Background: an optimization exercise with open tools, aiming at small area and a short achievable clock period. Do not read the settings as production practice.
At most, simulation tests tie the RTL to the original design; equivalence was not proved.

run a:
Design SRGL, start of the top module:
module SRGL(
    input wire clk,
    input wire reset,
    input wire mov,
    input wire signed [31:0] mpu_valor,
    input wire [7:0] letra_base,
    input wire mpu_valid,
    output reg ready,
    output reg [7:0] letra_final
);
Size in the first run: roughly 53 I/O pins, about 48000 µm² of cells after synthesis.
Settings: LEC_CHECK=0, ABC_AREA=0, CAP_MARGIN=20, CORE_MARGIN=2, CORE_UTILIZATION=65, CTS_CLUSTER_DIAMETER=80, CTS_CLUSTER_SIZE=30, SLEW_MARGIN=20, SYNTH_HIERARCHICAL=1, SYNTH_MINIMUM_KEEP_SIZE=0; clock period 90.0 ns.
run.sh (not shown) runs the stock make flow with config.mk's settings and CLKGATE_MAP_FILE= SYNTH_SCRIPT=/design/flow/synth_recipe.tcl, a recipe that flattens the netlist after the stock synthesis.
The flow did not stop early for run a: all stages ran, and the layout cleared the timing, DRC and antenna checks.
Input changes introduced in run b (baseline for comparison: run a):
--- a/flow/design.v
+++ b/flow/design.v
@@ -113,15 +113,30 @@
 wire [13:0] mx = -zz[13:0];
 wire [6:0] mxh = ~zz[15:9] + {6'd0, (zz[8:0] == 9'd0)};   
 wire [7:0] dmax = {hmax[6], hmax} - {mxh[6], mxh};
 wire [7:0] dmin = {mxh[6], mxh} - {hmin[6], hmin};
 wire span_ok = (dmax[7] | ~|dmax[6:4]) & (dmin[7] | ~|dmin[6:4]);    
 wire [1:0] msel = {letra_base[3], letra_base[3] ? letra_base[2] : letra_base[1]};    
 wire [15:0] mf;
-srgl_dec u_dec (.b(letra_base[3:1]), .mf(mf));
+assign mf[0] = letra_base[3] ? 1'b0 : 1'b0;
+assign mf[1] = letra_base[3] ? 1'b0 : ~letra_base[1];
+assign mf[2] = letra_base[3] ? 1'b0 : letra_base[1];
+assign mf[3] = letra_base[3] ? 1'b0 : 1'b1;
+assign mf[4] = letra_base[3] ? ~letra_base[2] : 1'b0;
+assign mf[5] = letra_base[3] ? ~letra_base[2] : ~letra_base[1];
+assign mf[6] = letra_base[3] ? ~letra_base[2] : letra_base[1];
+assign mf[7] = letra_base[3] ? ~letra_base[2] : 1'b1;
+assign mf[8] = letra_base[3] ? letra_base[2] : 1'b0;
+assign mf[9] = letra_base[3] ? letra_base[2] : ~letra_base[1];
+assign mf[10] = letra_base[3] ? letra_base[2] : letra_base[1];
+assign mf[11] = letra_base[3] ? letra_base[2] : 1'b1;
+assign mf[12] = letra_base[3] ? 1'b1 : 1'b0;
+assign mf[13] = letra_base[3] ? 1'b1 : ~letra_base[1];
+assign mf[14] = letra_base[3] ? 1'b1 : letra_base[1];
+assign mf[15] = letra_base[3] ? 1'b1 : 1'b1;
 reg [14:0] qsel;
 always @(*) begin
     case (msel)
         2'd0: qsel = 15'd4525;
         2'd1: qsel = 15'd13522;
         2'd2: qsel = 15'd4505;
         default: qsel = 15'd13493;
@@ -6695,32 +6710,14 @@
 module srgl_fa(input wire a, input wire b, input wire c, output wire s, output wire co);
 assign s = a ^ b ^ c;
 assign co = (a & b) | (a & c) | (b & c);
 endmodule
 module srgl_nor(input wire a, input wire b, output wire y);
 assign y = ~(a | b);
 endmodule
-module srgl_dec(input wire [3:1] b, output wire [15:0] mf);
-assign mf[0] = b[3] ? 1'b0 : 1'b0;
-assign mf[1] = b[3] ? 1'b0 : ~b[1];
-assign mf[2] = b[3] ? 1'b0 : b[1];
-assign mf[3] = b[3] ? 1'b0 : 1'b1;
-assign mf[4] = b[3] ? ~b[2] : 1'b0;
-assign mf[5] = b[3] ? ~b[2] : ~b[1];
-assign mf[6] = b[3] ? ~b[2] : b[1];
-assign mf[7] = b[3] ? ~b[2] : 1'b1;
-assign mf[8] = b[3] ? b[2] : 1'b0;
-assign mf[9] = b[3] ? b[2] : ~b[1];
-assign mf[10] = b[3] ? b[2] : b[1];
-assign mf[11] = b[3] ? b[2] : 1'b1;
-assign mf[12] = b[3] ? 1'b1 : 1'b0;
-assign mf[13] = b[3] ? 1'b1 : ~b[1];
-assign mf[14] = b[3] ? 1'b1 : b[1];
-assign mf[15] = b[3] ? 1'b1 : 1'b1;
-endmodule
 module srgl_inv(input wire a, output wire y);
 assign y = ~a;
 endmodule
 module srgl_nand(input wire a, input wire b, output wire y);
 assign y = ~(a & b);
 endmodule
 module srgl_nor2(input wire a, input wire b, output wire y);
## What came out
- Run b: met3 track demand over resource 0.96 points above run a
- Diff run b..run a | insertion delay of the later-clocked pin in the worst-skew pair | negligible
- The final setup slack of the worst path of run b falls short of that of run a by 380 ps.
- On cell area, run a and run b are neck and neck.
- Delta (run b minus run a): detailed route wirelength on metal2 went up by about 2.7%; global-route wire length before repair saw an increase; die area essentially unchanged.
- Run b vs run a — maximum number of pins on one net before global-route repair climbed by a little under 10%
Only the layout flow was run in run b; the RTL was not checked for function there.

afterwards: timing with drivers on the ports:
The flow's constraints put no driver on any port. The routed layouts listed below were extracted and timed again, unchanged, in two steps.
Step 1: set_driving_cell puts a clkbuf_16 on clk and a buf_2 on each other input, an assumption about the parent block.
Step 2 adds t to the input delays and takes it off the output delays; t is the mean of the earliest and latest rising clock arrival at the registers after step 1. Input paths then give back, and output paths get back, about the clock's delay inside the block.
a / b / c = ideal / step 1 / step 2; a / b = the first two.
run	t (ns)	slack for setup (ns)	hold slack, ns	clock arrival spread, ns
run a	0.662	59.905 / 59.948 / 59.286	0.435 / 0.435 / 0.435	0.042 / 0.042
run b	0.664	59.528 / 59.549 / 58.884	0.429 / 0.429 / 0.429	0.047 / 0.047
After both steps setup and hold are still met in every run listed. For run b, which loses most, drivers alone change the setup slack by +0.021 ns; drivers and shift together by -0.644 ns.
